Source: an optimization exercise on an open RTL-to-GDS flow (aim: a short achievable clock period and few clock cycles). Production flows keep margins and buffers that such runs may drop.
Only simulation tests tie the RTL to the original design; equivalence was not proved.
Power and IR drop assume default switching activity.

## rv32i
module rv32i (
    input  wire        clk,
    input  wire        n_rst,
    input  wire [31:0] instruction,
    output wire [9:0]  pc,
    input  wire [31:0] d_in,
    output wire        wr_en,
    output wire [1:0]  mode,
    output wire [9:0]  wr_addr,
    output wire [9:0]  rd_addr,
    output wire [31:0] d_out
);
    reg  [9:0]  pc_r;
    reg  [9:0]  pc_o;        
    reg  [63:0] flip;        
    reg         br_E, jalrnf_E, auipc_E, load_E, store_E, wr_E;
    reg         pred_E, back_E;
    reg  [5:0]  idx_E;
    reg         beq_E, bne_E, blt_E, bge_E, bltu_E, bgeu_E;
    reg         r_sll_E, r_slt_E, r_sltu_E;
    reg         r_xor_E, r_srl_E, r_sra_E, r_or_E, r_and_E, r_pass_E;
    reg         g_ar_E, g_ot_E, g_slt_E;
    reg         sub_E, sgn_E;
    reg  [4:0]  rd_E;
    reg  [2:0]  f3_E;
    reg  [9:0]  alt_E;
    reg  [31:0] pass_E;
    reg  [31:0] a_rf_E, b_rf_E, s_rf_E, a_o_E, b_o_E, s_o_E;
    reg         wr_M, load_M, br_M, jalrnf_M;
    reg         pred_M, back_M, eq_M, ltx_M;
    reg         beq_M, bne_M, blt_M, bge_M;    
    reg  [5:0]  idx_M;
    reg  [9:0]  alt_M, addr_M;
    reg         ldb_M, ldh_M, ldw_M, lds_M;
    reg  [4:0]  rd_M;
    reg         g_ar_M, g_ot_M, g_slt_M;
    reg  [31:0] ar_M, ot_M;
    reg  [9:0]  rd_addr_r, wr_addr_r;
    reg  [1:0]  mode_r;
    reg         wr_en_r;
    reg  [31:0] d_out_r;
    assign pc      = pc_o;
    assign rd_addr = rd_addr_r;
    assign wr_addr = wr_addr_r;
    assign mode    = mode_r;
    assign wr_en   = wr_en_r;
    assign d_out   = d_out_r;
    wire [31:0] ld_val = ({32{ldb_M}} & {{24{lds_M & d_in[7]}},  d_in[7:0]})
                       | ({32{ldh_M}} & {{16{lds_M & d_in[15]}}, d_in[15:0]})
                       | ({32{ldw_M}} & d_in);
    wire [31:0] res_M = ({32{g_ar_M}} & ar_M)
                      | ({32{g_ot_M}} & ot_M)
                      | {31'd0, g_slt_M & ltx_M};
    wire [31:0] wd = load_M ? ld_val : res_M;
    wire taken = (beq_M & eq_M) | (bne_M & ~eq_M) | (blt_M & ltx_M) | (bge_M & ~ltx_M);
  ...
Size in the first run: ~5600 cells after synthesis, about 1500 flip-flops, ~130 I/O pins.
make LEC_CHECK=0 ABC_CLOCK_PERIOD_IN_PS=2500 CAP_MARGIN=20 CORE_MARGIN=2 CORE_UTILIZATION=40 SETUP_SLACK_MARGIN=5.0 SLEW_MARGIN=20 finish   # period 8.0 ns
run.sh (not shown) runs the stock make flow with config.mk's settings and CLKGATE_MAP_FILE= SYNTH_SCRIPT=/design/flow/synth_recipe.tcl, a recipe that flattens the netlist after the stock synthesis.
The starting point completed and failed the layout checks on max-slew violations.
Testbench counts at the start, summed over its fixed seeds: cycles 70,183.
Change:
--- a/flow/design.v
+++ b/flow/design.v
@@ -52,40 +52,40 @@
     input  wire [31:0] instruction,
     output wire [9:0]  pc,
     input  wire [31:0] d_in,
     output wire        wr_en,
     output wire [1:0]  mode,
     output wire [9:0]  wr_addr,
     output wire [9:0]  rd_addr,
     output wire [31:0] d_out
 );
     reg  [9:0]  pc_r;
     reg  [9:0]  pc_o;        
-    reg  [63:0] flip;        
+    reg  [15:0] flip;        
     reg         br_E, jalrnf_E, auipc_E, load_E, store_E, wr_E;
     reg         pred_E, back_E;
-    reg  [5:0]  idx_E;
+    reg  [3:0]  idx_E;
     reg         beq_E, bne_E, blt_E, bge_E, bltu_E, bgeu_E;
     reg         r_sll_E, r_slt_E, r_sltu_E;
     reg         r_xor_E, r_srl_E, r_sra_E, r_or_E, r_and_E, r_pass_E;
     reg         g_ar_E, g_ot_E, g_slt_E;
     reg         sub_E, sgn_E;
     reg  [4:0]  rd_E;
     reg  [2:0]  f3_E;
     reg  [9:0]  alt_E;
     reg  [31:0] pass_E;
     reg  [31:0] a_rf_E, b_rf_E, s_rf_E, a_o_E, b_o_E, s_o_E;
     reg         wr_M, load_M, br_M, jalrnf_M;
     reg         pred_M, back_M, eq_M, ltx_M;
     reg         beq_M, bne_M, blt_M, bge_M;    
-    reg  [5:0]  idx_M;
+    reg  [3:0]  idx_M;
     reg  [9:0]  alt_M, addr_M;
     reg         ldb_M, ldh_M, ldw_M, lds_M;
     reg  [4:0]  rd_M;
     reg         g_ar_M, g_ot_M, g_slt_M;
     reg  [31:0] ar_M, ot_M;
     reg  [9:0]  rd_addr_r, wr_addr_r;
     reg  [1:0]  mode_r;
     reg         wr_en_r;
     reg  [31:0] d_out_r;
     assign pc      = pc_o;
     assign rd_addr = rd_addr_r;
@@ -157,23 +157,23 @@
     wire [3:0] cs = {~b_hitE & b_hitM, {3{b_hitE}} & g_E};
     wire       ca_rf = ~a_hitE & ~a_hitM;
     wire       cb_rf = ~use_imm & ~b_hitE & ~b_hitM;
     wire       cs_rf = ~b_hitE & ~b_hitM;
     wire [9:0]  pc_plus4 = pc_r + 10'd4;
     wire [10:0] link     = {1'b0, pc_r} + 11'd4;
     wire [9:0]  t_j      = pc_r + {i[29:21], 1'b0};
     wire [9:0]  t_b      = pc_r + {i[29:25], i[11:8], 1'b0};
     wire        fuse     = is_jalr & auipc_E & (rd_E == rs1);
     wire [9:0]  t_jr_sum = pass_E[9:0] + i[29:20];
     wire [9:0]  t_jr     = {t_jr_sum[9:1], 1'b0};
-    wire        flip_f   = flip[pc_r[7:2]];
+    wire        flip_f   = flip[pc_r[5:2]];
     wire        pred_tk  = is_br & (i[31] ^ flip_f);
     wire        jump     = is_jal | pred_tk | fuse;
     wire [31:0] a     = a_rf_E | a_o_E;
     wire [31:0] b     = b_rf_E | b_o_E;
     wire [31:0] sdata = s_rf_E | s_o_E;
     wire [31:0] ar_E, ot_E;
     wire        eq, ltx;
     alu alu (
         .a(a), .b(b), .sub(sub_E), .sgn(sgn_E),
         .r_sll(r_sll_E), .r_srl(r_srl_E), .r_sra(r_sra_E),
         .r_xor(r_xor_E), .r_or(r_or_E), .r_and(r_and_E), .r_pass(r_pass_E),
@@ -216,23 +216,23 @@
             br_E     <= go & is_br;
             jalrnf_E <= go & is_jalr & ~fuse;
             auipc_E  <= go & is_auipc & (rd != 5'd0);
             load_E   <= go & is_load;
             store_E  <= go & is_store;
             wr_E     <= go & writes;
         end
     end
     always @(posedge clk) begin
         pred_E   <= pred_tk;
         back_E   <= i[31];
-        idx_E    <= pc_r[7:2];
+        idx_E    <= pc_r[5:2];
         beq_E    <= (f3 == 3'b000);
         bne_E    <= (f3 == 3'b001);
         blt_E    <= (f3 == 3'b100);
         bge_E    <= (f3 == 3'b101);
         bltu_E   <= (f3 == 3'b110);
         bgeu_E   <= (f3 == 3'b111);
         r_sll_E  <= f_sll;
         r_slt_E  <= f_slt;
         r_sltu_E <= f_sltu;
         r_xor_E  <= f_xor;
         r_srl_E  <= f_srl;
@@ -293,17 +293,17 @@
         g_ot_M    <= g_ot_E;
         g_slt_M   <= g_slt_E;
         ar_M      <= ar_E;
         ot_M      <= ot_E;
         ldb_M     <= (f3_E[1:0] == 2'b00);
         ldh_M     <= (f3_E[1:0] == 2'b01);
         ldw_M     <= (f3_E[1:0] == 2'b10);
         lds_M     <= ~f3_E[2];
     end
     always @(posedge clk or negedge n_rst) begin
         if (!n_rst) begin
-            flip <= 64'd0;
+            flip <= 16'd0;
         end else if (br_M) begin
             flip[idx_M] <= taken ^ back_M;
         end
     end
 endmodule
What happened: This time the run completed without violations. Clock-buffer cell count shrinks by 14. Utilization grows by 0.65 points. Clock power grows by about 0.5%. Via count shrinks by about 0.46%. Die area shrinks by about 3.3%.
Testbench counts after the change, summed over its fixed seeds: cycles 70,661.

[static timing again, ports no longer ideal]
How much do the figures lean on ideal ports? The routed layouts below were timed once more, with nothing changed but the port constraints.
Step 1, drivers: a clkbuf_16 drives clk and a buf_2 each remaining input, both assumed.
Step 2, shift: input delay + t, output delay - t, t = (earliest + latest rising clock arrival at the registers) / 2. This alone moves slack from input paths to output paths.
Three values: ideal ports, drivers, drivers and shift; two values: the first two.
| run | t, ns | slack for setup (ns) | cell pins on the clock port's net |
|---|---|---|---|
| the first run | 0.925 | 4.597 / 4.597 / 3.825 | 1 |
| the second run | 0.901 | 4.700 / 4.712 / 3.848 | 1 |
The setup slack of the second run, which loses most, moves by +0.012 ns with the drivers and by -0.852 ns with both steps.
